From an optimization exercise on the open Yosys and OpenROAD flow, aimed at small area, a short achievable clock period and few clock cycles; shortcuts taken in it are not production practice. Where RTL was checked, it was by simulation tests only, not by an equivalence proof against the original. Only the layout flow was run in runs 2 and 3; the RTL was not checked for function there. Power figures rest on the tool's default switching activity, not on a simulated workload.

**flow/config.mk**
```make
export PLATFORM = sky130hd
export DESIGN_NAME = conv_top
export DESIGN_NICKNAME = conv_top
export VERILOG_FILES = /design/flow/design.v
export SDC_FILE = /design/flow/constraint.sdc
export NUM_CORES = 4
export LEC_CHECK = 0
export CAP_MARGIN = 20
export CORE_MARGIN = 2
export CORE_UTILIZATION = 40
export SETUP_SLACK_MARGIN = 5
export SLEW_MARGIN = 20
```
**flow/constraint.sdc**
```tcl
create_clock -name core_clock -period 10.0 [get_ports {CLK}]
set_input_delay 2.0000 -clock core_clock [delete_from_list [all_inputs] [get_ports {CLK}]]
set_output_delay 2.0000 -clock core_clock [all_outputs]
set_load 0.01 [all_outputs]
```
**flow/design.v**
```verilog
`timescale 1ns / 1ps
module conv_top
  #(
    parameter integer C_S00_AXIS_TDATA_WIDTH = 32
  )
  (
    input wire CLK,
    input wire RESETN,
    output wire S_AXIS_TREADY,
    input wire [C_S00_AXIS_TDATA_WIDTH-1 : 0] S_AXIS_TDATA,
    input wire [(C_S00_AXIS_TDATA_WIDTH/8)-1 : 0] S_AXIS_TKEEP,
    input wire S_AXIS_TUSER,
    input wire S_AXIS_TLAST,
    input wire S_AXIS_TVALID,
    input wire M_AXIS_TREADY,
    output wire M_AXIS_TUSER,
    output wire [C_S00_AXIS_TDATA_WIDTH-1 : 0] M_AXIS_TDATA,
    output wire [(C_S00_AXIS_TDATA_WIDTH/8)-1 : 0] M_AXIS_TKEEP,
    output wire M_AXIS_TLAST,
    output wire M_AXIS_TVALID,
    input wire [31:0] PADDR,
    input wire PSEL,
    input wire PENABLE,
    input wire PWRITE,
    input wire [31:0] PWDATA,
    output wire PSLVERR,
    output wire PREADY,
    output wire [31:0] PRDATA,
    output wire [13:0] MEM_ADDR,
    output wire [31:0] MEM_WDATA,
    output wire MEM_EN,
    output wire MEM_WE,
    input wire [31:0] MEM_RDATA
  );
  assign PREADY  = 1'b1;
  assign PSLVERR = 1'b0;
  assign M_AXIS_TUSER = 1'b0;
  assign M_AXIS_TKEEP = 4'hF;
  wire       cmd_wr;
  wire [4:0] ic, oc;
  wire       fl8;
  wire       f_done, b_done, r_done, t_done;
  wire       prdata0;
  assign PRDATA = {31'd0, prdata0};
  conv_apb u_conv_apb (
    .clk(CLK), .rstn(RESETN),
    .paddr(PADDR[15:0]), .psel(PSEL), .penable(PENABLE), .pwrite(PWRITE), .pwdata(PWDATA),
    .prdata0(prdata0),
    .f_done(f_done), .b_done(b_done), .r_done(r_done), .t_done(t_done),
    .cmd_wr(cmd_wr), .ic(ic), .oc(oc), .fl8(fl8)
  );
  conv_module u_conv_module (
    .clk(CLK), .rstn(RESETN),
    .cmd_wr(cmd_wr), .cmd(PWDATA[2:0]), .ic(ic), .oc(oc), .fl8(fl8),
    .f_done(f_done), .b_done(b_done), .r_done(r_done), .t_done(t_done),
    .s_tready(S_AXIS_TREADY), .s_tdata(S_AXIS_TDATA), .s_tlast(S_AXIS_TLAST), .s_tvalid(S_AXIS_TVALID),
    .m_tdata(M_AXIS_TDATA), .m_tlast(M_AXIS_TLAST), .m_tvalid(M_AXIS_TVALID),
    .mem_addr(MEM_ADDR), .mem_wdata(MEM_WDATA), .mem_en(MEM_EN), .mem_we(MEM_WE), .mem_rdata(MEM_RDATA)
  );
endmodule
module conv_module (
  input  wire        clk,
  input  wire        rstn,
  input  wire        cmd_wr,
  input  wire [2:0]  cmd,
  input  wire [4:0]  ic,
  input  wire [4:0]  oc,
  input  wire        fl8,
  output reg         f_done,
  output reg         b_done,
  output reg         r_done,
  output reg         t_done,
  output reg         s_tready,
  input  wire [31:0] s_tdata,
  input  wire        s_tlast,
  input  wire        s_tvalid,
  output wire [31:0] m_tdata,
  output reg         m_tlast,
  output reg         m_tvalid,
  output wire [13:0] mem_addr,
  output wire [31:0] mem_wdata,
  output reg         mem_en,
  output reg         mem_we,
  input  wire [31:0] mem_rdata
);
  localparam P_IDLE = 3'd0, P_FEAT = 3'd1, P_BIAS = 3'd2, P_WLD = 3'd3,
             P_SEND = 3'd4, P_COMP = 3'd5;
  localparam OP_NONE = 3'd0, OP_A = 3'd1, OP_W = 3'd2, OP_B = 3'd3,
             OP_BW = 3'd4, OP_SEND = 3'd5;
  reg  [2:0]  ph;
  reg  [10:0] ma;
  reg  [63:0] rs;           
  assign mem_addr  = {3'b000, ma};
  assign mem_wdata = rs[31:0];
  assign m_tdata   = sw;
  wire take = s_tvalid & s_tready;
  reg  [9:0]  cnt;
  reg  [31:0] sw;           
  reg  [23:0] wt;           
  reg  [7:0]  bias;         
  reg  [1:0]  nrep;         
  reg         wl_last;
  reg  [1:0]  bst;          
  reg  [23:0] trip;
  always @(*) begin
    case (nrep)
      2'd0:    trip = s_tdata[23:0];
      2'd1:    trip = {s_tdata[15:0], sw[31:24]};
      2'd2:    trip = {s_tdata[7:0], sw[31:16]};
      default: trip = sw[31:8];
    endcase
  end
  reg  [3:0]  o, i;
  reg  [2:0]  r;
  reg  [1:0]  kr, q;
  reg  [2:0]  sidx;
  reg  [9:0]  wbase;
  reg  [5:0]  wi3;          
  reg  [8:0]  rptr;
  reg         have_res, dummy;
  reg         q_end, kl_r, il_r, rl_r, r0_r, ol_r;
  reg  [6:0]  ic3;         
  wire        wr_step  = have_res & ((sidx == 3'd2) | (fl8 & (sidx == 3'd3)));
  wire [1:0]  qlast    = (fl8 | (have_res & (sidx == 3'd2))) ? 2'd3 : 2'd1;
  wire        r_last   = (r == (fl8 ? 3'd7 : 3'd3));
  wire [2:0]  y        = r + {1'b0, kr} - 3'd1;
  wire [7:0]  fa0      = fl8 ? {i, y, 1'b0} : {2'b00, i, y[1:0]};
  wire [7:0]  fa1      = {i, y, 1'b1};
  wire [9:0]  waddr    = wbase + {4'd0, wi3} + {8'd0, kr};
  wire        wch_end  = ({1'b0, wi3} == ic3 - 7'd1);
  wire        fin      = q_end & dummy & (sidx == (fl8 ? 3'd3 : 3'd2));
  reg  [2:0]  op1, op2;
  reg         last1, last2;
  reg         d1a, d2a, d3a, d4a;
  reg  [1:0]  d1q, d2q, d3q;
  reg         d1f, d2f, d3f, d4f;
  wire        wl_wr    = take | ((nrep == 2'd3) & (bst == 2'd0));
  wire [1:0]  nrep_nx  = take ? nrep + 2'd1 : 2'd0;
  wire        bst_nx   = wch_end & (o[1:0] == 2'd3);
  wire        wlast_nx = wl_last | (take & s_tlast);
  wire        wl_go    = (bst == 2'd0) &
                         (wl_wr ? (wlast_nx & (nrep_nx != 2'd3) & ~bst_nx) : wl_last);
  always @(posedge clk or negedge rstn) begin
    if (!rstn) begin
      ph <= P_IDLE;
      f_done <= 1'b0; b_done <= 1'b0; r_done <= 1'b0; t_done <= 1'b0;
      s_tready <= 1'b0;
      m_tvalid <= 1'b0;
      mem_en <= 1'b0; mem_we <= 1'b0;
      op1 <= OP_NONE; op2 <= OP_NONE;
      d1a <= 1'b0; d2a <= 1'b0; d3a <= 1'b0; d4a <= 1'b0;
    end else begin
      mem_en <= 1'b0;
      mem_we <= 1'b0;
      op1 <= OP_NONE;
      op2 <= op1;
      m_tvalid <= (op2 == OP_SEND);
      if (m_tvalid && m_tlast) t_done <= 1'b1;
      d1a <= (ph == P_COMP) & (fl8 | ~q[1]);
      d2a <= d1a; d3a <= d2a; d4a <= d3a;
      case (ph)
        P_FEAT, P_BIAS: begin
          if (take) begin
            mem_en <= 1'b1; mem_we <= 1'b1;
            if (s_tlast) begin
              s_tready <= 1'b0;
              ph <= P_IDLE;
              if (ph == P_FEAT) f_done <= 1'b1; else b_done <= 1'b1;
            end
          end
        end
        P_WLD: begin
          if (bst == 2'd1) begin
            mem_en <= 1'b1; op1 <= OP_BW;
          end else if (bst == 2'd2) begin
            if (op2 == OP_BW) s_tready <= (nrep != 2'd3) & ~wl_last;
          end else if (wl_wr) begin
            mem_en <= 1'b1; mem_we <= 1'b1;
            s_tready <= (nrep_nx != 2'd3) & ~bst_nx & ~wlast_nx;
          end
          if (wl_go) ph <= P_COMP;
        end
        P_COMP: begin
          if (q == 2'd0) begin
            mem_en <= 1'b1; op1 <= OP_A;
          end else if (q == 2'd1) begin
            mem_en <= 1'b1; op1 <= OP_W;
          end else if (q == 2'd2 && fl8) begin
            mem_en <= 1'b1; op1 <= OP_B;
          end else if (wr_step && (fl8 || q == 2'd2)) begin
            mem_en <= 1'b1; mem_we <= 1'b1;
          end
          if (fin) begin
            ph <= P_IDLE;
            r_done <= 1'b1;
          end
        end
        P_SEND: begin
          if (cnt[8:0] != rptr) begin
            mem_en <= 1'b1; op1 <= OP_SEND;
          end
        end
        default: ;
      endcase
      if (cmd_wr) begin
        case (cmd)
          3'd1: begin ph <= P_FEAT; s_tready <= 1'b1; end
          3'd2: begin ph <= P_BIAS; s_tready <= 1'b1; end
          3'd3: begin ph <= P_WLD;  s_tready <= 1'b1; end
          3'd4: begin ph <= P_SEND; end
          default: begin
            ph <= P_IDLE; s_tready <= 1'b0;
            f_done <= 1'b0; b_done <= 1'b0; r_done <= 1'b0; t_done <= 1'b0;
          end
        endcase
      end
    end
  end
  reg  [7:0] x0, x1, x2, x3;
  reg  [7:0] nx0, nx1, nx2, nx3;
  always @(*) begin
    if (d3q == 2'd0) begin
      nx0 = 8'd0;  nx1 = sw[7:0];  nx2 = sw[15:8];  nx3 = sw[23:16];
    end else begin
      nx0 = x2;    nx1 = x3;
      nx2 = d3q[0] ? sw[31:24] : sw[15:8];
      nx3 = (d3q == 2'd2) ? sw[23:16] : ((d3q == 2'd1 && fl8) ? mem_rdata[7:0] : 8'd0);
    end
    if (!d3a) begin nx0 = 8'd0; nx1 = 8'd0; nx2 = 8'd0; nx3 = 8'd0; end
  end
  wire [22:0] ra0, rb0, rc0, ra1, rb1, rc1;
  csa3 u_m0 (.x0(x0), .x1(x1), .x2(x2), .w0(wt[7:0]), .w1(wt[15:8]), .w2(wt[23:16]),
             .ra(ra0), .rb(rb0), .rc(rc0));
  csa3 u_m1 (.x0(x1), .x1(x2), .x2(x3), .w0(wt[7:0]), .w1(wt[15:8]), .w2(wt[23:16]),
             .ra(ra1), .rb(rb1), .rc(rc1));
  reg  [16:0] sa0, sa1;
  reg  [15:0] sb0, sc0, sb1, sc1;
  reg  [22:0] p0a, p0b, p1a, p1b, p2a, p2b, p3a, p3b;
  wire [22:0] bias64 = {{9{bias[7]}}, bias, 6'd0};
  wire [22:0] rin_a  = fl8 ? p1a : p3a;
  wire [22:0] rin_b  = fl8 ? p1b : p3b;
  wire [22:0] new_a, new_b;
  acc4 u_acc_a (.p(p0a), .ra({6'h3F, sa0}), .rb({7'd0, sb0}), .rc({7'd0, sc0}), .s(new_a));
  acc4 u_acc_b (.p(p0b), .ra({6'h3F, sa1}), .rb({7'd0, sb1}), .rc({7'd0, sc1}), .s(new_b));
  function [7:0] sat;
    input [22:0] v;
    begin
      if (v[22])              sat = 8'd0;
      else if (|v[21:13])     sat = 8'h7F;
      else                    sat = {1'b0, v[12:6]};
    end
  endfunction
  always @(posedge clk) begin
    d1q <= q; d2q <= d1q; d3q <= d2q;
    d1f <= (sidx == 3'd0); d2f <= d1f; d3f <= d2f; d4f <= d3f;
    x0 <= nx0; x1 <= nx1; x2 <= nx2; x3 <= nx3;
    last2 <= last1;
    sa0 <= ra0[16:0]; sb0 <= rb0[15:0]; sc0 <= rc0[15:0];
    sa1 <= ra1[16:0]; sb1 <= rb1[15:0]; sc1 <= rc1[15:0];
    ic3 <= {1'b0, ic, 1'b0} + {2'b00, ic};
    case (op2)
      OP_A:    sw <= mem_rdata;
      OP_W:    begin wt <= mem_rdata[23:0]; bias <= mem_rdata[31:24]; end
      OP_B:    sw <= mem_rdata;
      OP_BW:   {bias, wt} <= mem_rdata;
      OP_SEND: begin
        sw <= mem_rdata;
        m_tlast <= last2;
      end
      default: ;
    endcase
    p0a <= d4f ? bias64 : rin_a;
    p0b <= d4f ? bias64 : rin_b;
    p1a <= p2a; p1b <= p2b;
    p2a <= p3a; p2b <= p3b;
    p3a <= new_a; p3b <= new_b;
    if (d4a && d4f) begin
      if (fl8) rs <= {sat(rin_b), sat(rin_a), rs[63:16]};
      else     rs[31:0] <= {sat(rin_b), sat(rin_a), rs[31:16]};
    end
    if (ph == P_COMP && fl8 && sidx == 3'd3 && q == 2'd0) rs[31:0] <= rs[63:32];
    q_end <= (ph == P_COMP) & ~q_end & ((q + 2'd1) == qlast);
    kl_r  <= (kr == (r_last ? 2'd1 : 2'd2));
    il_r  <= ({1'b0, i} == ic - 5'd1);
    rl_r  <= r_last;
    r0_r  <= (r == 3'd0);
    ol_r  <= ({1'b0, o} == oc - 5'd1);
    case (ph)
      P_IDLE: begin
        cnt <= 10'd0;
        nrep <= 2'd0;
        wl_last <= 1'b0;
        bst <= 2'd0;
        o <= 4'd0;
        wi3 <= 6'd0;
      end
      P_FEAT, P_BIAS: begin
        if (take) begin
          ma <= (ph == P_FEAT) ? {3'b000, cnt[7:0]} : {9'b001000000, cnt[1:0]};
          rs[31:24] <= s_tdata[31:24];
          rs[23:0] <= trip;         
          cnt <= cnt + 10'd1;
          if (ph == P_BIAS && cnt[1:0] == 2'd0) {bias, wt} <= s_tdata;
        end
      end
      P_WLD: begin
        if (bst == 2'd1) begin
          ma <= {9'b001000000, o[3:2]};
          bst <= 2'd2;
        end else if (bst == 2'd2) begin
          if (op2 == OP_BW) bst <= 2'd0;
        end else if (wl_wr) begin
          ma <= {1'b1, cnt};
          case (o[1:0])
            2'd0: rs[31:24] <= wt[7:0];
            2'd1: rs[31:24] <= wt[15:8];
            2'd2: rs[31:24] <= wt[23:16];
            default: rs[31:24] <= bias;
          endcase
          rs[23:0] <= trip;
          cnt <= cnt + 10'd1;
          nrep <= nrep_nx;
          if (take) sw[31:8] <= s_tdata[31:8];
          if (take && s_tlast) wl_last <= 1'b1;
          if (wch_end) begin
            wi3 <= 6'd0;
            o <= o + 4'd1;
            if (bst_nx) bst <= 2'd1;
          end else begin
            wi3 <= wi3 + 6'd1;
          end
        end
        if (wl_go) begin
          o <= 4'd0; r <= 3'd0; i <= 4'd0; kr <= 2'd1; q <= 2'd0; q_end <= 1'b0;
          sidx <= 3'd0; wbase <= 10'd0; wi3 <= 6'd0; rptr <= 9'd0;
          have_res <= 1'b0; dummy <= 1'b0;
        end
      end
      P_COMP: begin
        if (q == 2'd0) ma <= {3'b000, fa0};
        else if (q == 2'd1) ma <= {1'b1, waddr};
        else if (q == 2'd2 && fl8) ma <= {3'b000, fa1};
        else begin
          ma <= {3'b010, rptr[7:0]};
          if (wr_step && (fl8 || q == 2'd2)) rptr <= rptr + 9'd1;
        end
        if (q_end) begin
          q <= 2'd0;
          if (dummy) begin
            if (sidx != 3'd4) sidx <= sidx + 3'd1;
          end else if (!kl_r) begin
            kr <= kr + 2'd1;
            if (sidx != 3'd4) sidx <= sidx + 3'd1;
          end else if (!il_r) begin
            i <= i + 4'd1;
            wi3 <= wi3 + 6'd3;
            kr <= r0_r ? 2'd1 : 2'd0;
            if (sidx != 3'd4) sidx <= sidx + 3'd1;
          end else begin
            i <= 4'd0;
            wi3 <= 6'd0;
            have_res <= 1'b1;
            sidx <= 3'd0;
            if (!rl_r) begin
              r <= r + 3'd1;
              kr <= 2'd0;
            end else begin
              r <= 3'd0;
              kr <= 2'd1;
              if (!ol_r) begin
                o <= o + 4'd1;
                wbase <= wbase + {3'd0, ic3};
              end else begin
                dummy <= 1'b1;
              end
            end
          end
        end else begin
          q <= q + 2'd1;
        end
      end
      P_SEND: begin
        if (cnt[8:0] != rptr) begin
          ma <= {3'b010, cnt[7:0]};
          last1 <= (cnt[8:0] == rptr - 9'd1);
          cnt <= cnt + 10'd1;
        end
      end
      default: ;
    endcase
  end
endmodule
module acc4 (
  input  wire [22:0] p, ra, rb, rc,
  output wire [22:0] s
);
  wire [22:0] s1 = p ^ ra ^ rb;
  wire [22:0] c1 = {(p[21:0] & ra[21:0]) | (p[21:0] & rb[21:0]) | (ra[21:0] & rb[21:0]), 1'b0};
  wire [22:0] s2 = s1 ^ rc ^ c1;
  wire [22:0] c2 = {(s1[21:0] & rc[21:0]) | (s1[21:0] & c1[21:0]) | (rc[21:0] & c1[21:0]), 1'b0};
  assign s = s2 + c2;
endmodule
module csa3 (
  input  wire [7:0] x0, x1, x2, w0, w1, w2,
  output wire [22:0] ra, rb, rc
);
  wire t1, t2;
  assign {t2, t1} = (x0[0] & w0[6]) + (x0[1] & w0[5]) + (x0[2] & w0[4]);
  wire t3, t4;
  assign {t4, t3} = {~(x0[0] & w0[7])} + (x0[1] & w0[6]) + (x0[2] & w0[5]);
  wire t5, t6;
  assign {t6, t5} = (x0[3] & w0[4]) + (x0[4] & w0[3]) + (x0[5] & w0[2]);
  wire t7, t8;
  assign {t8, t7} = (x0[6] & w0[1]) + {~(x0[7] & w0[0])} + {~(x1[0] & w1[7])};
  wire t9, t10;
  assign {t10, t9} = {~(x0[1] & w0[7])} + (x0[2] & w0[6]) + (x0[3] & w0[5]);
  wire t11, t12;
  assign {t12, t11} = (x0[4] & w0[4]) + (x0[5] & w0[3]) + (x0[6] & w0[2]);
  wire t13, t14;
  assign {t14, t13} = {~(x0[7] & w0[1])} + {~(x1[1] & w1[7])} + (x1[2] & w1[6]);
  wire t15, t16;
  assign {t16, t15} = {~(x0[2] & w0[7])} + (x0[3] & w0[6]) + (x0[4] & w0[5]);
  wire t17, t18;
  assign {t18, t17} = (x0[5] & w0[4]) + (x0[6] & w0[3]);
  wire t19, t20;
  assign {t20, t19} = (x0[0] & w0[4]) + (x0[1] & w0[3]) + (x0[2] & w0[2]);
  wire t21, t22;
  assign {t22, t21} = (x0[0] & w0[5]) + (x0[1] & w0[4]) + (x0[2] & w0[3]);
  wire t23, t24;
  assign {t24, t23} = (x0[3] & w0[2]) + (x0[4] & w0[1]) + (x0[5] & w0[0]);
  wire t25, t26;
  assign {t26, t25} = (x1[0] & w1[5]) + (x1[1] & w1[4]) + (x1[2] & w1[3]);
  wire t27, t28;
  assign {t28, t27} = (x0[3] & w0[3]) + (x0[4] & w0[2]) + (x0[5] & w0[1]);
  wire t29, t30;
  assign {t30, t29} = (x0[6] & w0[0]) + (x1[0] & w1[6]) + (x1[1] & w1[5]);
  wire t31, t32;
  assign {t32, t31} = (x1[2] & w1[4]) + (x1[3] & w1[3]) + (x1[4] & w1[2]);
  wire t33, t34;
  assign {t34, t33} = (x1[5] & w1[1]) + (x1[6] & w1[0]) + (x2[0] & w2[6]);
  wire t35, t36;
  assign {t36, t35} = (x2[1] & w2[5]) + (x2[2] & w2[4]);
  wire t37, t38;
  assign {t38, t37} = (x1[1] & w1[6]) + (x1[2] & w1[5]) + (x1[3] & w1[4]);
  wire t39, t40;
  assign {t40, t39} = (x1[4] & w1[3]) + (x1[5] & w1[2]) + (x1[6] & w1[1]);
  wire t41, t42;
  assign {t42, t41} = {~(x1[7] & w1[0])} + {~(x2[0] & w2[7])} + (x2[1] & w2[6]);
  wire t43, t44;
  assign {t44, t43} = (x2[2] & w2[5]) + (x2[3] & w2[4]) + (x2[4] & w2[3]);
  wire t45, t46;
  assign {t46, t45} = (x2[5] & w2[2]) + (x2[6] & w2[1]) + {~(x2[7] & w2[0])};
  wire t47, t48;
  assign {t48, t47} = t2 + t3;
  wire t49, t50;
  assign {t50, t49} = (x1[3] & w1[5]) + (x1[4] & w1[4]) + (x1[5] & w1[3]);
  wire t51, t52;
  assign {t52, t51} = (x1[6] & w1[2]) + {~(x1[7] & w1[1])} + {~(x2[1] & w2[7])};
  wire t53, t54;
  assign {t54, t53} = (x2[2] & w2[6]) + (x2[3] & w2[5]) + (x2[4] & w2[4]);
  wire t55, t56;
  assign {t56, t55} = (x2[5] & w2[3]) + (x2[6] & w2[2]) + {~(x2[7] & w2[1])};
  wire t57, t58;
  assign {t58, t57} = 1'b1 + t4 + t6;
  wire t59, t60;
  assign {t60, t59} = t8 + t9 + t11;
  wire t61, t62;
  assign {t62, t61} = {~(x0[7] & w0[2])} + {~(x1[2] & w1[7])} + (x1[3] & w1[6]);
  wire t63, t64;
  assign {t64, t63} = (x1[4] & w1[5]) + (x1[5] & w1[4]) + (x1[6] & w1[3]);
  wire t65, t66;
  assign {t66, t65} = {~(x1[7] & w1[2])} + {~(x2[2] & w2[7])} + (x2[3] & w2[6]);
  wire t67, t68;
  assign {t68, t67} = (x2[4] & w2[5]) + (x2[5] & w2[4]) + (x2[6] & w2[3]);
  wire t69, t70;
  assign {t70, t69} = {~(x2[7] & w2[2])} + 1'b1 + t10;
  wire t71, t72;
  assign {t72, t71} = t12 + t14 + t15;
  wire t73, t74;
  assign {t74, t73} = {~(x0[3] & w0[7])} + (x0[4] & w0[6]) + (x0[5] & w0[5]);
  wire t75, t76;
  assign {t76, t75} = (x0[6] & w0[4]) + {~(x0[7] & w0[3])} + {~(x1[3] & w1[7])};
  wire t77, t78;
  assign {t78, t77} = (x1[4] & w1[6]) + (x1[5] & w1[5]) + (x1[6] & w1[4]);
  wire t79, t80;
  assign {t80, t79} = {~(x1[7] & w1[3])} + {~(x2[3] & w2[7])} + (x2[4] & w2[6]);
  wire t81, t82;
  assign {t82, t81} = (x2[5] & w2[5]) + (x2[6] & w2[4]) + {~(x2[7] & w2[3])};
  wire t83, t84;
  assign {t84, t83} = {~(x0[4] & w0[7])} + (x0[5] & w0[6]) + (x0[6] & w0[5]);
  wire t85, t86;
  assign {t86, t85} = {~(x0[7] & w0[4])} + {~(x1[4] & w1[7])} + (x1[5] & w1[6]);
  wire t87, t88;
  assign {t88, t87} = (x0[0] & w0[3]) + (x0[1] & w0[2]) + (x0[2] & w0[1]);
  wire t89, t90;
  assign {t90, t89} = (x0[3] & w0[0]) + (x1[0] & w1[3]);
  wire t91, t92;
  assign {t92, t91} = (x0[3] & w0[1]) + (x0[4] & w0[0]) + (x1[0] & w1[4]);
  wire t93, t94;
  assign {t94, t93} = (x1[1] & w1[3]) + (x1[2] & w1[2]) + (x1[3] & w1[1]);
  wire t95, t96;
  assign {t96, t95} = (x1[4] & w1[0]) + (x2[0] & w2[4]) + (x2[1] & w2[3]);
  wire t97, t98;
  assign {t98, t97} = (x1[3] & w1[2]) + (x1[4] & w1[1]) + (x1[5] & w1[0]);
  wire t99, t100;
  assign {t100, t99} = (x2[0] & w2[5]) + (x2[1] & w2[4]) + (x2[2] & w2[3]);
  wire t101, t102;
  assign {t102, t101} = (x2[3] & w2[2]) + (x2[4] & w2[1]) + (x2[5] & w2[0]);
  wire t103, t104;
  assign {t104, t103} = t20 + t21;
  wire t105, t106;
  assign {t106, t105} = (x2[3] & w2[3]) + (x2[4] & w2[2]) + (x2[5] & w2[1]);
  wire t107, t108;
  assign {t108, t107} = (x2[6] & w2[0]) + t1 + t22;
  wire t109, t110;
  assign {t110, t109} = t24 + t26 + t27;
  wire t111, t112;
  assign {t112, t111} = t29 + t31 + t33;
  wire t113, t114;
  assign {t114, t113} = t5 + t7 + t28;
  wire t115, t116;
  assign {t116, t115} = t30 + t32 + t34;
  wire t117, t118;
  assign {t118, t117} = t36 + t37 + t39;
  wire t119, t120;
  assign {t120, t119} = t41 + t43 + t45;
  wire t121, t122;
  assign {t122, t121} = t13 + t38 + t40;
  wire t123, t124;
  assign {t124, t123} = t42 + t44 + t46;
  wire t125, t126;
  assign {t126, t125} = t48 + t49 + t51;
  wire t127, t128;
  assign {t128, t127} = t53 + t55 + t57;
  wire t129, t130;
  assign {t130, t129} = t17 + t50 + t52;
  wire t131, t132;
  assign {t132, t131} = t54 + t56 + t58;
  wire t133, t134;
  assign {t134, t133} = t60 + t61 + t63;
  wire t135, t136;
  assign {t136, t135} = t65 + t67 + t69;
  wire t137, t138;
  assign {t138, t137} = t16 + t18 + t62;
  wire t139, t140;
  assign {t140, t139} = t64 + t66 + t68;
  wire t141, t142;
  assign {t142, t141} = t70 + t72 + t73;
  wire t143, t144;
  assign {t144, t143} = t75 + t77 + t79;
  wire t145, t146;
  assign {t146, t145} = (x1[6] & w1[5]) + {~(x1[7] & w1[4])} + {~(x2[4] & w2[7])};
  wire t147, t148;
  assign {t148, t147} = (x2[5] & w2[6]) + (x2[6] & w2[5]) + {~(x2[7] & w2[4])};
  wire t149, t150;
  assign {t150, t149} = t74 + t76 + t78;
  wire t151, t152;
  assign {t152, t151} = t80 + t82 + t83;
  wire t153, t154;
  assign {t154, t153} = {~(x0[5] & w0[7])} + (x0[6] & w0[6]) + {~(x0[7] & w0[5])};
  wire t155, t156;
  assign {t156, t155} = {~(x1[5] & w1[7])} + (x1[6] & w1[6]) + {~(x1[7] & w1[5])};
  wire t157, t158;
  assign {t158, t157} = {~(x2[5] & w2[7])} + (x2[6] & w2[6]) + {~(x2[7] & w2[5])};
  wire t159, t160;
  assign {t160, t159} = (x0[0] & w0[2]) + (x0[1] & w0[1]) + (x0[2] & w0[0]);
  wire t161, t162;
  assign {t162, t161} = (x1[0] & w1[2]) + (x1[1] & w1[1]);
  wire t163, t164;
  assign {t164, t163} = (x1[1] & w1[2]) + (x1[2] & w1[1]) + (x1[3] & w1[0]);
  wire t165, t166;
  assign {t166, t165} = (x2[0] & w2[3]) + (x2[1] & w2[2]) + (x2[2] & w2[1]);
  wire t167, t168;
  assign {t168, t167} = (x2[3] & w2[0]) + t87;
  wire t169, t170;
  assign {t170, t169} = (x2[2] & w2[2]) + (x2[3] & w2[1]) + (x2[4] & w2[0]);
  wire t171, t172;
  assign {t172, t171} = t19 + t88 + t90;
  wire t173, t174;
  assign {t174, t173} = t91 + t93 + t95;
  wire t175, t176;
  assign {t176, t175} = t23 + t25 + t92;
  wire t177, t178;
  assign {t178, t177} = t94 + t96 + t97;
  wire t179, t180;
  assign {t180, t179} = t99 + t101 + t103;
  wire t181, t182;
  assign {t182, t181} = t35 + t98 + t100;
  wire t183, t184;
  assign {t184, t183} = t102 + t104 + t105;
  wire t185, t186;
  assign {t186, t185} = t107 + t109 + t111;
  wire t187, t188;
  assign {t188, t187} = t47 + t106 + t108;
  wire t189, t190;
  assign {t190, t189} = t110 + t112 + t113;
  wire t191, t192;
  assign {t192, t191} = t115 + t117 + t119;
  wire t193, t194;
  assign {t194, t193} = t59 + t114 + t116;
  wire t195, t196;
  assign {t196, t195} = t118 + t120 + t121;
  wire t197, t198;
  assign {t198, t197} = t123 + t125 + t127;
  wire t199, t200;
  assign {t200, t199} = t71 + t122 + t124;
  wire t201, t202;
  assign {t202, t201} = t126 + t128 + t129;
  wire t203, t204;
  assign {t204, t203} = t131 + t133 + t135;
  wire t205, t206;
  assign {t206, t205} = t81 + t130 + t132;
  wire t207, t208;
  assign {t208, t207} = t134 + t136 + t137;
  wire t209, t210;
  assign {t210, t209} = t139 + t141 + t143;
  wire t211, t212;
  assign {t212, t211} = t85 + t138 + t140;
  wire t213, t214;
  assign {t214, t213} = t142 + t144 + t145;
  wire t215, t216;
  assign {t216, t215} = t147 + t149 + t151;
  wire t217, t218;
  assign {t218, t217} = t84 + t86 + t146;
  wire t219, t220;
  assign {t220, t219} = t148 + t150 + t152;
  wire t221, t222;
  assign {t222, t221} = t153 + t155 + t157;
  wire t223, t224;
  assign {t224, t223} = {~(x0[6] & w0[7])} + {~(x0[7] & w0[6])} + {~(x1[6] & w1[7])};
  wire t225, t226;
  assign {t226, t225} = {~(x1[7] & w1[6])} + {~(x2[6] & w2[7])} + {~(x2[7] & w2[6])};
  wire t227, t228;
  assign {t228, t227} = t154 + t156 + t158;
  wire t229, t230;
  assign {t230, t229} = (x0[0] & w0[1]) + (x0[1] & w0[0]) + (x1[0] & w1[1]);
  wire t231, t232;
  assign {t232, t231} = (x1[2] & w1[0]) + (x2[0] & w2[2]) + (x2[1] & w2[1]);
  wire t233, t234;
  assign {t234, t233} = (x2[2] & w2[0]) + t159;
  wire t235, t236;
  assign {t236, t235} = t89 + t160 + t162;
  wire t237, t238;
  assign {t238, t237} = t163 + t165 + t167;
  wire t239, t240;
  assign {t240, t239} = t164 + t166 + t168;
  wire t241, t242;
  assign {t242, t241} = t169 + t171 + t173;
  wire t243, t244;
  assign {t244, t243} = t170 + t172 + t174;
  wire t245, t246;
  assign {t246, t245} = t175 + t177 + t179;
  wire t247, t248;
  assign {t248, t247} = t176 + t178 + t180;
  wire t249, t250;
  assign {t250, t249} = t181 + t183 + t185;
  wire t251, t252;
  assign {t252, t251} = t182 + t184 + t186;
  wire t253, t254;
  assign {t254, t253} = t187 + t189 + t191;
  wire t255, t256;
  assign {t256, t255} = t188 + t190 + t192;
  wire t257, t258;
  assign {t258, t257} = t193 + t195 + t197;
  wire t259, t260;
  assign {t260, t259} = t194 + t196 + t198;
  wire t261, t262;
  assign {t262, t261} = t199 + t201 + t203;
  wire t263, t264;
  assign {t264, t263} = t200 + t202 + t204;
  wire t265, t266;
  assign {t266, t265} = t205 + t207 + t209;
  wire t267, t268;
  assign {t268, t267} = t206 + t208 + t210;
  wire t269, t270;
  assign {t270, t269} = t211 + t213 + t215;
  wire t271, t272;
  assign {t272, t271} = t212 + t214 + t216;
  wire t273, t274;
  assign {t274, t273} = t217 + t219 + t221;
  wire t275, t276;
  assign {t276, t275} = t218 + t220 + t222;
  wire t277, t278;
  assign {t278, t277} = t223 + t225 + t227;
  wire t279, t280;
  assign {t280, t279} = (x0[7] & w0[7]) + (x1[7] & w1[7]) + (x2[7] & w2[7]);
  wire t281, t282;
  assign {t282, t281} = t224 + t226 + t228;
  wire t283, t284;
  assign {t284, t283} = (x1[1] & w1[0]) + (x2[0] & w2[1]);
  wire t285, t286;
  assign {t286, t285} = t161 + t230 + t231;
  wire t287, t288;
  assign {t288, t287} = t232 + t234 + t235;
  wire t289, t290;
  assign {t290, t289} = t236 + t238 + t239;
  wire t291, t292;
  assign {t292, t291} = t240 + t242 + t243;
  wire t293, t294;
  assign {t294, t293} = t244 + t246 + t247;
  wire t295, t296;
  assign {t296, t295} = t248 + t250 + t251;
  wire t297, t298;
  assign {t298, t297} = t252 + t254 + t255;
  wire t299, t300;
  assign {t300, t299} = t256 + t258 + t259;
  wire t301, t302;
  assign {t302, t301} = t260 + t262 + t263;
  wire t303, t304;
  assign {t304, t303} = t264 + t266 + t267;
  wire t305, t306;
  assign {t306, t305} = t268 + t270 + t271;
  wire t307, t308;
  assign {t308, t307} = t272 + t274 + t275;
  wire t309, t310;
  assign {t310, t309} = t276 + t278 + t279;
  wire t311, t312;
  assign {t312, t311} = 1'b1 + t280;
  assign ra = {1'b1, 1'b1, 1'b1, 1'b1, 1'b1, 1'b1, t312, t282, t281, t277, t273, t269, t265, t261, t257, t253, t249, t245, t241, t237, t233, (x2[1] & w2[0]), (x0[0] & w0[0])};
  assign rb = {1'b0, 1'b0, 1'b0, 1'b0, 1'b0, 1'b0, 1'b0, t310, t308, t306, t304, t302, t300, t298, t296, t294, t292, t290, t288, t286, t284, t229, (x1[0] & w1[0])};
  assign rc = {1'b0, 1'b0, 1'b0, 1'b0, 1'b0, 1'b0, 1'b0, t311, t309, t307, t305, t303, t301, t299, t297, t295, t293, t291, t289, t287, t285, t283, (x2[0] & w2[0])};
endmodule
module conv_apb (
  input  wire        clk,
  input  wire        rstn,
  input  wire [15:0] paddr,
  input  wire        psel,
  input  wire        penable,
  input  wire        pwrite,
  input  wire [31:0] pwdata,
  output reg         prdata0,
  input  wire        f_done,
  input  wire        b_done,
  input  wire        r_done,
  input  wire        t_done,
  output wire        cmd_wr,      
  output reg  [4:0]  ic,
  output reg  [4:0]  oc,
  output reg         fl8
);
  wire hi0  = (paddr[15:6] == 10'd0);
  wire wr   = psel & penable & pwrite & hi0;
  assign cmd_wr = wr & (paddr[5:2] == 4'h0);
  always @(posedge clk) begin
    if (wr && paddr[5:2] == 4'h1) ic  <= pwdata[4:0];
    if (wr && paddr[5:2] == 4'h2) oc  <= pwdata[4:0];
    if (wr && paddr[5:2] == 4'h3) fl8 <= pwdata[3];
  end
  reg st;
  always @(*) begin
    case (paddr[5:2])
      4'h8: st = f_done;
      4'h9: st = b_done;
      4'hA: st = r_done;
      4'hB: st = t_done;
      default: st = 1'b0;
    endcase
  end
  always @(posedge clk or negedge rstn) begin
    if (!rstn) prdata0 <= 1'b0;
    else       prdata0 <= psel & ~penable & ~pwrite & hi0 & st;
  end
endmodule
```
**flow/run.sh**
```bash
#!/bin/bash
# synth_recipe.tcl (not shown) runs the flow's synth.tcl, then flattens the netlist and writes it again
# the make line also repeats each setting of config.mk as NAME=value (left out here)
make -C /OpenROAD-flow-scripts/flow DESIGN_CONFIG=/design/flow/config.mk WORK_HOME=/design/flow/orfs CLKGATE_MAP_FILE= SYNTH_SCRIPT=/design/flow/synth_recipe.tcl finish
```
==> results of run 1 <==
[cell usage after synthesis, drive strengths merged (3+ instances only)]
| master | n |
|---|---|
| a211o | 5 |
| a211oi | 12 |
| a21boi | 22 |
| a21o | 21 |
| a21oi | 152 |
| a222oi | 32 |
| a22o | 3 |
| a22oi | 11 |
| a311oi | 3 |
| a31oi | 16 |
| and2 | 299 |
| and3 | 23 |
| buf | 90 |
| clkbuf | 132 |
| dfrtp | 22 |
| dfxtp | 426 |
| edfxtp | 120 |
| fa | 357 |
| ha | 137 |
| inv | 341 |
| mux2i | 112 |
| nand2 | 311 |
| nand2b | 25 |
| nand3 | 58 |
| nand4 | 9 |
| nand4b | 5 |
| nor2 | 182 |
| nor2b | 28 |
| nor3 | 29 |
| nor3b | 5 |
| nor4 | 14 |
| o211ai | 26 |
| o21a | 13 |
| o21ai | 154 |
| o21bai | 10 |
| o22ai | 5 |
| o311ai | 15 |
| o31a | 4 |
| o31ai | 7 |
| o41ai | 3 |
| or2 | 6 |
| or3 | 11 |
| xnor2 | 75 |
| xor2 | 35 |
[worst max-delay path, delay by kind of cell]
| family | cells | cell delay, ns |
|---|---|---|
| compound gates | 3 | 1.42 |
| simple gates | 3 | 0.73 |
| buf+inv | 1 | 0.48 |
[layout make-up]
type | count | area, sq um | share of cell area
well taps | 1144 | 1430 | 0.0362
clock buffers | 85 | 1850 | 0.0467
clock inverters | 37 | 513 | 0.0130
flip-flops and latches | 568 | 12700 | 0.321
inverters | 342 | 1280 | 0.0325
multi-input cells | 2310 | 19700 | 0.499
repair buffers | 215 | 2030 | 0.0515
diodes | 1 | 2.50 | 0.0000634
[routing by layer]
layer	GRT usage	routed length, um
met5	0	13
met4	0.0832	3680
met2	0.387	48400
met3	0.0466	7950
met1	0.308	42400
[final timing paths]
| path | slack (ns) | endpoint | start |
|---|---|---|---|
| worst min-delay path | 0.32 | u_conv_module.p1b[7] | u_conv_module.p2b[7] |
| max in group asynchronous | 8.28 | u_conv_module.d3a | RESETN |
| worst max-delay path | 5.60 | u_conv_module.wi3[2] | S_AXIS_TVALID |
| worst min register to register | 0.32 | u_conv_module.p1b[7] | u_conv_module.p2b[7] |
| worst max register to register | 5.75 | u_conv_module.p3b[21] | u_conv_module.p0b[1] |
| min in group asynchronous | 1.34 | u_conv_module.mem_we | RESETN |
[logic make-up after synthesis]
kind of cell / after synthesis / share of synthesized area
AO/OA/AOI/OAI: 532 / 0.0978
XOR/XNOR: 110 / 0.0279
adder cells (fa/ha/maj): 496 / 0.257
buffers and inverters: 564 / 0.0696
flip-flops: 568 / 0.367
multiplexers: 115 / 0.0337
other: 2 / 0.000217
AND/OR/NAND/NOR: 1016 / 0.147
[sequential cells by signal (all words and copies together) (netlist names), 9 cells and up]
register,flops
u_conv_module.p3a,23
u_conv_module.sa1,17
u_conv_module.p1a,23
u_conv_module.sb1,16
u_conv_module.sb0,16
u_conv_module.sw,32
u_conv_module.sc1,16
u_conv_module.p2a,23
u_conv_module.wt,24
u_conv_module.p2b,23
u_conv_module.p1b,23
u_conv_module.p0a,23
u_conv_module.sa0,17
u_conv_module.rptr,9
u_conv_module.p0b,23
u_conv_module.rs,60
u_conv_module.p3b,23
u_conv_module.ma,11
u_conv_module.wbase,10
u_conv_module.sc0,16
u_conv_module.cnt,10
[stage by stage]
step | instances | util | worst slack, ns | power (mW) | hold WS (ns)
floorplan | 3442 | - | 5.86 | 2.69 | 0.310
global placement | 4578 | 0.435 | 4.98 | 2.83 | 0.310
detailed placement | 4579 | 0.435 | 4.92 | 2.82 | 0.312
CTS | 4701 | 0.462 | 5.59 | 5.43 | 0.321
global route | 4702 | 0.462 | 5.50 | 5.57 | 0.324
finish | 4702 | 0.462 | 5.60 | 5.38 | 0.323
[power by group through the flow]
stage,sequential [mW],clock (mW),combinational (mW)
6_report,2.54,2.60,0.246
5_1_grt,2.55,2.75,0.271
4_1_cts,2.54,2.65,0.245
3_5_place_dp,2.58,0,0.241
3_3_place_gp,2.58,0,0.245
2_1_floorplan,2.55,0,0.145
==> results_dict.tcl, run 1 <==
set metrics [dict create \
    netlist_area_sq_um 34600 \
    skew_ns 0.0379 \
    final_cell_mix "dfxtp_1 (426), fa_1 (357), inv_1 (341)" \
    power_frac_comb 0.046 \
    yosysSeqAreaShare 0.367 \
    num_vias 24800 \
    cts.sink_count 568 \
    ir_worst_vdd_mv 0.131 \
    synthFlopType "dfxtp_1" \
    maxSlewHeadroom 0.202 \
    path_cells "clkdlybuf4s50_1 > and2_1 > nand3_1 > o2111ai_2 > and2_2 > a32oi_1 > a21boi_0" \
    place_hpwl_mm 75.2 \
    clk_pin_slew_worst_paths_ns 0.06 \
    layout-drive-gt1-share 0.0523 \
    pwr-share-clk 0.483 \
    p_sw_frac 0.234 \
    cp_max_fo 8 \
    cts_buffers 67 \
    die_w_um 298 \
    synth_top_area_frac 0.247 \
    synth_enable_flop_cells 120 \
    first_pass_iters 10 \
    seqPwrFrac 0.471 \
    final_cell_area_sq_um 39500 \
    yosys_warnings 2 \
    cpMaxStageDelayCell "a21boi_0" \
    drcViolationCount 0 \
    clk_latency_ns 0.63 \
    fp-row-count 107 \
    post_cts.repair.setup_buffers 0 \
    worst-r2r-cell-count 14 \
    numPortBuffers 170 \
    grt_max_degree 65 \
    nets 4139 \
    cts_tree "yes" \
    end_kind "flop" \
    synth_area_leader_cell "dfxtp_1" \
    placed_area_sq_um 37100 \
    worstPathArrival_ns 4.64 \
    grt_pass1_vias 25700 \
    drt_iter0_drc 2129 \
    grt_antenna_before_repair 7 \
    leakagePower_nw 16.2 \
    area_growth_pct 14.2 \
    syn_avg_cell_area_sq_um 10.2 \
    core_area_sq_um 85400 \
    powerDensity_nw_per_um2 136 \
    yosys-top-cells-area "dfxtp_1 (25%), fa_1 (21%), edfxtp_1 (10%)" \
    post-route-min-period_ns 4.40 \
    start_util 0.405 \
    synthCells 3403 \
    cts-resized-gates 0 \
    wl_mm 102 \
    timing.final.crit_share 0.440 \
    min_path_type "reg2reg" \
    filler_cell_count 8144 \
    status "no timing/DRC/antenna violations" \
    min_delay_path_depth 0 \
    final_common_cell "dfxtp_1" \
    crit_path_start_kind "primary input" \
    finalSetupTns_ns 0 \
    cts-root-buf "clkbuf_16" \
    htree_levels 3 \
    finalMaxSlewViolations 0 \
    setup_viol 0 \
    die_h_um 298 \
    die_area_sq_um 88800 \
    synth.distinct_cells 84 \
    ios 263 \
    gp_congestion 0.899 \
    slowest_delay_ns 0.84 \
    synth-async-reset-ratio 0.0387 \
    intPower_mw 4.12 \
    synth-seq-cells 568 \
    tightest_slew_ns 1.19 \
    cp.required_ns 10.24 \
    ant_nets 0 \
    avgRoutedWirePerCell_um 21.8 \
    track_usage 0.235 \
    max_freq_ghz 0.227 \
    overflow 0 \
    clockBufferDepth 3 \
    hold_viol 0 \
    switchingPower_mw 1.26 \
    rsz0062_at_grt "false" \
    hold_buffers 0 \
    viasPerCell 5.28 \
    maxCapViolations 0 \
    grt_pass1_wl_mm 158 \
    critical_path_class "in2reg" \
]
Testbench counts, summed over its fixed seeds: cycles 10,602.
==> inputs of run 2 (changes only) <==
--- a/flow/design.v
+++ b/flow/design.v
@@ -236,11 +236,18 @@
   reg  [16:0] sa0, sa1;
   reg  [15:0] sb0, sc0, sb1, sc1;
-  reg  [22:0] p0a, p0b, p1a, p1b, p2a, p2b, p3a, p3b;
+  reg  [22:0] p0a, p0b, p1a, p1b, p2a, p2b;
+  reg  [11:0] mla, mlb;
+  reg         mca, mcb;
+  reg  [10:0] mha, mhb, mka, mkb;
   wire [22:0] bias64 = {{9{bias[7]}}, bias, 6'd0};
-  wire [22:0] rin_a  = fl8 ? p1a : p3a;
-  wire [22:0] rin_b  = fl8 ? p1b : p3b;
-  wire [22:0] new_a, new_b;
-  acc4 u_acc_a (.p(p0a), .ra({6'h3F, sa0}), .rb({7'd0, sb0}), .rc({7'd0, sc0}), .s(new_a));
-  acc4 u_acc_b (.p(p0b), .ra({6'h3F, sa1}), .rb({7'd0, sb1}), .rc({7'd0, sc1}), .s(new_b));
+  wire [22:0] fin_a  = {mha + mka + {10'd0, mca}, mla};
+  wire [22:0] fin_b  = {mhb + mkb + {10'd0, mcb}, mlb};
+  wire [22:0] rin_a  = fl8 ? p1a : fin_a;
+  wire [22:0] rin_b  = fl8 ? p1b : fin_b;
+  wire [22:0] u1a, u2a, u1b, u2b;
+  csa4 u_acc_a (.p(p0a), .ra({6'h3F, sa0}), .rb({7'd0, sb0}), .rc({7'd0, sc0}), .s1(u1a), .s2(u2a));
+  csa4 u_acc_b (.p(p0b), .ra({6'h3F, sa1}), .rb({7'd0, sb1}), .rc({7'd0, sc1}), .s1(u1b), .s2(u2b));
+  wire [12:0] lo_a = {1'b0, u1a[11:0]} + {1'b0, u2a[11:0]};
+  wire [12:0] lo_b = {1'b0, u1b[11:0]} + {1'b0, u2b[11:0]};
   function [7:0] sat;
     input [22:0] v;
@@ -273,6 +280,7 @@
     p0b <= d4f ? bias64 : rin_b;
     p1a <= p2a; p1b <= p2b;
-    p2a <= p3a; p2b <= p3b;
-    p3a <= new_a; p3b <= new_b;
+    p2a <= fin_a; p2b <= fin_b;
+    mla <= lo_a[11:0]; mca <= lo_a[12]; mha <= u1a[22:12]; mka <= u2a[22:12];
+    mlb <= lo_b[11:0]; mcb <= lo_b[12]; mhb <= u1b[22:12]; mkb <= u2b[22:12];
     if (d4a && d4f) begin
       if (fl8) rs <= {sat(rin_b), sat(rin_a), rs[63:16]};
@@ -391,13 +399,12 @@
   end
 endmodule
-module acc4 (
+module csa4 (
   input  wire [22:0] p, ra, rb, rc,
-  output wire [22:0] s
+  output wire [22:0] s1, s2
 );
-  wire [22:0] s1 = p ^ ra ^ rb;
+  wire [22:0] t1 = p ^ ra ^ rb;
   wire [22:0] c1 = {(p[21:0] & ra[21:0]) | (p[21:0] & rb[21:0]) | (ra[21:0] & rb[21:0]), 1'b0};
-  wire [22:0] s2 = s1 ^ rc ^ c1;
-  wire [22:0] c2 = {(s1[21:0] & rc[21:0]) | (s1[21:0] & c1[21:0]) | (rc[21:0] & c1[21:0]), 1'b0};
-  assign s = s2 + c2;
+  assign s1 = t1 ^ rc ^ c1;
+  assign s2 = {(t1[21:0] & rc[21:0]) | (t1[21:0] & c1[21:0]) | (rc[21:0] & c1[21:0]), 1'b0};
 endmodule
 module csa3 (
==> flow/flow/run.sh (new file) <==
#!/bin/bash
# The standard layout, with ORFS's timing repair aiming further below the
# fixed 10 ns clock (the clock and constraints are unchanged).
set -euo pipefail
bash standard.sh SETUP_SLACK_MARGIN=6.5 finish > flow_make.log 2>&1
==> flow/standard.sh (new file) <==
#!/bin/bash
# synth_recipe.tcl (not shown) runs the flow's synth.tcl, then flattens the netlist and writes it again
# the make line also repeats each setting of config.mk as NAME=value (left out here)
make -C /OpenROAD-flow-scripts/flow DESIGN_CONFIG=/design/flow/config.mk WORK_HOME=/design/flow/orfs CLKGATE_MAP_FILE= SYNTH_SCRIPT=/design/flow/synth_recipe.tcl "${@:-finish}"
removed: flow/run.sh
==> run 2 against run 1 <==
Maximum frequency up 26%. Worst hold slack lost 0.0095 ns. Die area increased by 1.9%. Still clean on timing, DRC and antenna. Cell count increased by 2.3%. Global-route usage decreased by 0.17 points. Register-to-register slack improved by 0.76 ns.
==> results_dict.tcl, run 2 <==
set metrics [dict create \
    status "no timing/DRC/antenna violations" \
    yosys-top-cells-area "dfxtp_1 (26%), fa_1 (21%), edfxtp_1 (10%)" \
    synthCells 3444 \
    critPathLaunch "u_conv_module.x1[4]" \
    powerDensity_nw_per_um2 157 \
    top_register "u_conv_module.rs" \
    placed_area_sq_um 37900 \
    hold_start "u_conv_module.p2b[2]" \
    ant_nets 0 \
    worstPathArrival_ns 3.97 \
    synth_top_area_frac 0.256 \
    clockBufferDepth 3 \
    layout-drive-gt1-share 0.106 \
    avgRoutedWirePerCell_um 21.7 \
    ios 263 \
    cp.buffers_inverters 3 \
    rr_startpoint "u_conv_module.x1[4]" \
    skew_ns 0.0284 \
    hold_buffers 0 \
    drcViolationCount 0 \
    htree_levels 3 \
    synth.distinct_cells 96 \
    min_path_type "reg2reg" \
    wl_mm 104 \
    maxSlewHeadroom 0.274 \
    tightest_slew_ns 1.09 \
    cpMostUsedCell "fa_2" \
    synth-seq-cells 592 \
    die_w_um 301 \
    num_vias 25300 \
    cts.sink_count 592 \
    rsz0062_at_grt "true" \
    r2r_slack_ns 6.51 \
    gp_congestion 0.893 \
    finalSetupTns_ns 0 \
    top_regs "u_conv_module.rs: 60 flops, u_conv_module.sw: 32 flops, u_conv_module.wt: 24 flops" \
    overflow 0 \
    nets 4235 \
    cpMaxStageDelayCell "fa_1" \
    cts_tree "yes" \
    ir_worst_vdd_mv 0.160 \
    crit_path_start_kind "flop" \
    synth-async-reset-ratio 0.0372 \
    area_growth_pct 16.8 \
    cp.required_ns 10.48 \
    synthFlopType "dfxtp_1" \
    setup_viol 0 \
    clk_latency_ns 0.63 \
    drt_iter0_drc 2136 \
    grt_max_degree 65 \
    start_util 0.405 \
    cp_max_fo 5 \
    yosysMostFrequentCell "dfxtp_1" \
    yosysSeqAreaShare 0.373 \
    synth_area_leader_cell "dfxtp_1" \
    post-route-min-period_ns 3.49 \
    core_area_sq_um 87000 \
    max_freq_ghz 0.287 \
    critical_path.top_delay_family "adder cells" \
    final_common_cell "dfxtp_1" \
    final_cell_area_sq_um 41200 \
    clk_pin_slew_worst_paths_ns 0.06 \
    maxCapViolations 0 \
    finalMaxSlewViolations 0 \
    end_kind "flop" \
    grt_antenna_before_repair 2 \
    leakagePower_nw 17.2 \
    viasPerCell 5.26 \
    path_cells "buf_8 > and2_4 > fa_1 > inv_1 > fa_2 > fa_2 > fa_2 > inv_1 > fa_2 > fa_1" \
    syn_avg_cell_area_sq_um 10.2 \
    final_cell_mix "dfxtp_1 (402), inv_1 (370), fa_1 (330)" \
    die_h_um 301 \
    place_hpwl_mm 73.9 \
    die_area_sq_um 90500 \
    synth_common_cells "dfxtp_1 (450), inv_1 (375), fa_1 (361), nand2_1 (318), and2_1 (294)" \
    critical_path_class "reg2reg" \
    yosys_warnings 2 \
    grt_pass1_vias 25900 \
    largest_reg_flops 60 \
    track_usage 0.233 \
    netlist_area_sq_um 35200 \
    cts-root-buf "clkbuf_16" \
    grt_pass1_wl_mm 160 \
    cts_buffers 68 \
    synth_enable_flop_cells 120 \
    numPortBuffers 170 \
    slowest_delay_ns 0.53 \
    first_pass_iters 10 \
    timing.final.crit_share 0.349 \
    hold_viol 0 \
    fp-row-count 108 \
]
## run 2: cell count changes in the layout (fill, tap and decap cells not counted), sizes merged, moves of 9 or more
cell,delta
clkbuf,+19
dfxtp,+24
buf,+53
clkinv,-10
nor3,+10
mux2i,-9
clkdlybuf4s50,-89
xnor2,-12
inv,+36
nor2,-15
nand3,-10
dlygate4sd2,+84
## run 2: worst paths after layout
check                                          to  depth (start not counted)
min in group asynchronous    u_conv_module.mem_en                          1
hold reg to reg              u_conv_module.p1b[2]                          0
hold / removal               u_conv_module.p1b[2]                          0
max in group asynchronous  u_conv_module.s_tready                          1
setup / recovery            u_conv_module.sc1[10]                         10
setup reg to reg            u_conv_module.sc1[10]                         10
## run 2: where the power goes
part	switching, mW	total, mW	internal (mW)	leakage (nW)
registers	0.0728	2.68	2.61	5.08
clock network	1.07	2.55	1.49	1.12
logic	0.745	1.22	0.473	11.0
total	1.89	6.45	4.57	17.2
## run 2: cells by family (layout without fill, tap and decap cells)
family | after synthesis | in the layout | synth area share
and+or+nand+nor | 1012 | 1012 | 0.144
AOI/OAI and AO/OA | 537 | 537 | 0.101
DFF | 592 | 592 | 0.373
other | 2 | 42 | 0.000213
xor gates and xnor gates | 95 | 95 | 0.0236
buffers and inverters | 599 | 769 | 0.0722
adders and majority gates | 498 | 498 | 0.254
muxes | 109 | 109 | 0.0317
## run 2: through the flow
stage | worst slack (ns) | cells | hold WS (ns) | utilization | power [mW]
after CTS | 6.45 | 4784 | 0.314 | 0.467 | 6.47
after global routing | 6.43 | 4808 | 0.328 | 0.473 | 6.72
after global placement | 5.46 | 4631 | 0.310 | 0.435 | 3.88
after detailed placement | 5.43 | 4631 | 0.312 | 0.435 | 3.89
after floorplan | 6.36 | 3483 | 0.310 | - | 3.52
final | 6.51 | 4809 | 0.313 | 0.473 | 6.45
## run 2: layer usage
layer | vias up | GRT usage | routed length (um)
met4 | 2 | 0.0720 | 3120
met5 | - | 0 | 7
met1 | 12600 | 0.316 | 44800
met3 | 189 | 0.0535 | 8860
met2 | 951 | 0.372 | 47700
li1 | 11500 | - | -
## run 2: final cells by class
cell class | instances | area (sq um)
Fill cell | 8175 | 45800
Timing Repair Buffer | 269 | 2620
Inverter | 375 | 1410
Clock inverter | 22 | 253
Tap cell | 1155 | 1450
Multi-Input combinational cell | 2292 | 20100
Clock buffer | 103 | 2040
Antenna cell | 1 | 2.50
Sequential cell | 592 | 13300
## run 2: worst register-to-register path: stages (launching register included)
cell and delay, ns:
dfxtp_2 0.32, buf_8 0.14, and2_4 0.16, fa_1 0.53, inv_1 0.06, fa_2 0.36, fa_2 0.43, fa_2 0.53
inv_1 0.05, fa_2 0.33, fa_1 0.44
## run 2: what timing repair did
item                                   CTS  global route
resized for setup                      208            95
buffers inserted                        28            23
endpoints found under the hold margin    0             0
cloned                                   0             1
pin swaps                               33            45
setup endpoints to repair              232            88
==> inputs of run 3 (changes only) <==
==> flow/flow/run.sh (replaced) <==
#!/bin/bash
# The standard layout, with ORFS's timing repair aiming further below the
# fixed 10 ns clock (the clock and constraints are unchanged).
set -euo pipefail
bash standard.sh SETUP_SLACK_MARGIN=7.0 finish > flow_make.log 2>&1
==> run 3 against run 2 <==
Power grew 4.8%. Critical path depth down 1. Synthesized cell count is the same. Critical path type unchanged. Largest cell class unchanged.
==> results_dict.tcl, run 3 <==
set metrics [dict create \
    crit_path_start_kind "flop" \
    r2r_slack_ns 6.44 \
    grt_pass1_vias 26600 \
    htree_levels 3 \
    grt_antenna_before_repair 4 \
    largest_reg_flops 60 \
    maxSlewHeadroom 0.252 \
    clockBufferDepth 3 \
    final_common_cell "dfxtp_1" \
    yosys_warnings 2 \
    cts-root-buf "clkbuf_16" \
    core_area_sq_um 87000 \
    numPortBuffers 170 \
    synth_common_cells "dfxtp_1 (450), inv_1 (375), fa_1 (361), nand2_1 (318), and2_1 (294)" \
    synth_top_area_frac 0.256 \
    hold_viol 0 \
    syn_avg_cell_area_sq_um 10.2 \
    synth-async-reset-ratio 0.0372 \
    finalMaxSlewViolations 0 \
    critical_path_class "reg2reg" \
    netlist_area_sq_um 35200 \
    skew_ns 0.0317 \
    setup_viol 0 \
    min_delay_path_depth 0 \
    totalPowerFinal_mw 6.76 \
    wl_mm 109 \
    first_pass_iters 9 \
    avgRoutedWirePerCell_um 22.0 \
    drcViolationCount 0 \
    die_area_sq_um 90500 \
    layout-drive-gt1-share 0.247 \
    area_growth_pct 24.7 \
    powerDensity_nw_per_um2 154 \
    min_path_type "reg2reg" \
    timing.final.crit_share 0.356 \
    gp_congestion 0.880 \
    track_usage 0.240 \
    cp.required_ns 10.57 \
    top_register "u_conv_module.rs" \
    cp_max_fo 5 \
    hold_ws_ns 0.318 \
    cts_buffers 70 \
    place_hpwl_mm 72.9 \
    die_w_um 301 \
    rsz0062_at_grt "true" \
    multiInputGateArea_sq_um 21200 \
    grt_max_degree 65 \
    ir_worst_vdd_mv 0.205 \
    synthCells 3444 \
    fp-row-count 108 \
    overflow 0 \
    top_regs "u_conv_module.rs: 60 flops, u_conv_module.sw: 32 flops, u_conv_module.wt: 24 flops" \
    synth-seq-cells 592 \
    leakagePower_nw 18.2 \
    die_h_um 301 \
    yosys-top-cells-area "dfxtp_1 (26%), fa_1 (21%), edfxtp_1 (10%)" \
    viasPerCell 5.29 \
    finalSetupTns_ns 0 \
    cts_tree "yes" \
    post-route-min-period_ns 3.56 \
    rr_startpoint "u_conv_module.wt[4]" \
    regArea_sq_um 13500 \
    hold_start "u_conv_module.p2a[5]" \
    start_util 0.405 \
    num_vias 26300 \
    filler_cell_count 7910 \
    ant_nets 0 \
    synth_area_leader_cell "dfxtp_1" \
    max_freq_ghz 0.281 \
    ios 263 \
    synthFlopType "dfxtp_1" \
    synth_enable_flop_cells 120 \
    grt_pass1_wl_mm 164 \
    clk_pin_slew_worst_paths_ns 0.07 \
    min_to "u_conv_module.p1a[5]" \
    synth.distinct_cells 96 \
    r2r-end "u_conv_module.sc1[10]" \
    status "no timing/DRC/antenna violations" \
    drt_iter0_drc 2345 \
    cts.sink_count 592 \
    yosysMostFrequentCell "dfxtp_1" \
    tightest_slew_ns 1.12 \
    clk_latency_ns 0.62 \
    worst-r2r-cell-count 9 \
    maxCapViolations 0 \
    final_cell_mix "dfxtp_1 (343), inv_1 (329), nand2_1 (293)" \
    end_kind "flop" \
    worstPathArrival_ns 4.13 \
    yosysSeqAreaShare 0.373 \
    nets 4397 \
]
-- run 3: cell types whose count changed in the layout (fill, tap and decap cells not counted), sizes merged, moves of 3 or more --
cell	delta
dlygate4sd2	-81
clkinv	+4
clkdlybuf4s50	-9
inv	-7
clkdlybuf4s15	+3
buf	+250
dlymetal6s2s	-4
-- run 3: how the worst max path moves through the flow --
stage                              from                endpoint
floorplan                     PADDR[13]  u_conv_module.s_tready
global placement          S_AXIS_TVALID    u_conv_module.cnt[4]
detailed placement        S_AXIS_TVALID    u_conv_module.cnt[4]
CTS                 u_conv_module.wt[6]   u_conv_module.sc0[10]
global route        u_conv_module.wt[4]   u_conv_module.sc1[10]
finish              u_conv_module.wt[4]   u_conv_module.sc1[10]
-- run 3: cell families after synthesis --
logic type                 Yosys count  share of synthesized area
AOI/OAI and AO/OA                  537                      0.101
xor gates and xnor gates            95                     0.0236
adders and majority gates          498                      0.254
buffers and inverters              599                     0.0722
DFF                                592                      0.373
muxes                              109                     0.0317
other                                2                   0.000213
and+or+nand+nor                   1012                      0.144
-- run 3: final cells by class --
type / count / share of cell area
multi-input cells: 2293 / 0.483
flip-flops and latches: 592 / 0.307
repair buffers: 428 / 0.0938
clock buffers: 104 / 0.0465
well taps: 1155 / 0.0329
inverters: 375 / 0.0322
clock inverters: 21 / 0.00467
diodes: 3 / 0.000171
-- run 3: per-stage QoR --
stage | cells | instance area (sq um) | worst slack [ns] | util
final | 4971 | 44000 | 6.44 | 0.505
after global routing | 4969 | 44000 | 6.39 | 0.505
after floorplan | 3483 | 36200 | 6.36 | -
after CTS | 4935 | 43100 | 6.49 | 0.496
after global placement | 4620 | 38200 | 5.46 | 0.439
after detailed placement | 4620 | 38200 | 5.45 | 0.439
-- run 3: per-layer routing --
metal / global-route usage / share of wire / vias up
li1: - / - / 11800
met1: 0.331 / 0.43 / 13100
met2: 0.377 / 0.45 / 1098
met3: 0.0478 / 0.082 / 225
met4: 0.0816 / 0.035 / 0
met5: 0 / 0 / -
-- run 3: repair_timing --
item / CTS / global route
pin swaps: 152 / 124
cloned: 4 / 0
endpoints found under the hold margin: 0 / 0
resized for setup: 850 / 134
endpoints found under the setup margin: 369 / 250
setup buffers: 186 / 33
hold buffers: 0 / 0
-- run 3: power by group --
part	total (mW)	leakage, nW	switching [mW]	internal (mW)
Clock	2.52	1.10	1.05	1.47
Sequential	2.67	5.11	0.0712	2.60
Combinational	1.57	12.0	0.908	0.662
-- run 3: worst max-delay path, cell delays in order (launching register included) --
cell	delay (ns)
dfxtp_4	0.39
and2_4	0.16
fa_1	0.57
inv_2	0.05
fa_2	0.42
fa_2	0.47
fa_1	0.51
inv_2	0.04
fa_2	0.35
fa_2	0.53

-- static timing again, ports no longer ideal --
The results above use ideal ports. As a check the final layouts listed here were re-extracted and re-timed, cells and wires unchanged.
Step 1, drivers: a clkbuf_16 drives CLK and a buf_2 each remaining input, both assumed.
Step 2 adds t to the input delays and takes it off the output delays; t is the mean of the earliest and latest rising clock arrival at the registers after step 1. Input paths then give back, and output paths get back, about the clock's delay inside the block.
a / b / c = ideal / step 1 / step 2; a / b = the first two.
| run | t, ns | slack for setup (ns) | latest minus earliest clock arrival (ns) |
|---|---|---|---|
| run 1 | 0.677 | 5.601 / 5.633 / 4.955 | 0.041 / 0.041 |
| run 2 | 0.679 | 6.512 / 6.475 / 5.887 | 0.031 / 0.032 |
| run 3 | 0.685 | 6.440 / 6.440 / 6.223 | 0.040 / 0.040 |
After both steps every run listed still meets setup and hold. The setup slack of run 1, which loses most, moves by +0.032 ns with the drivers and by -0.646 ns with both steps.
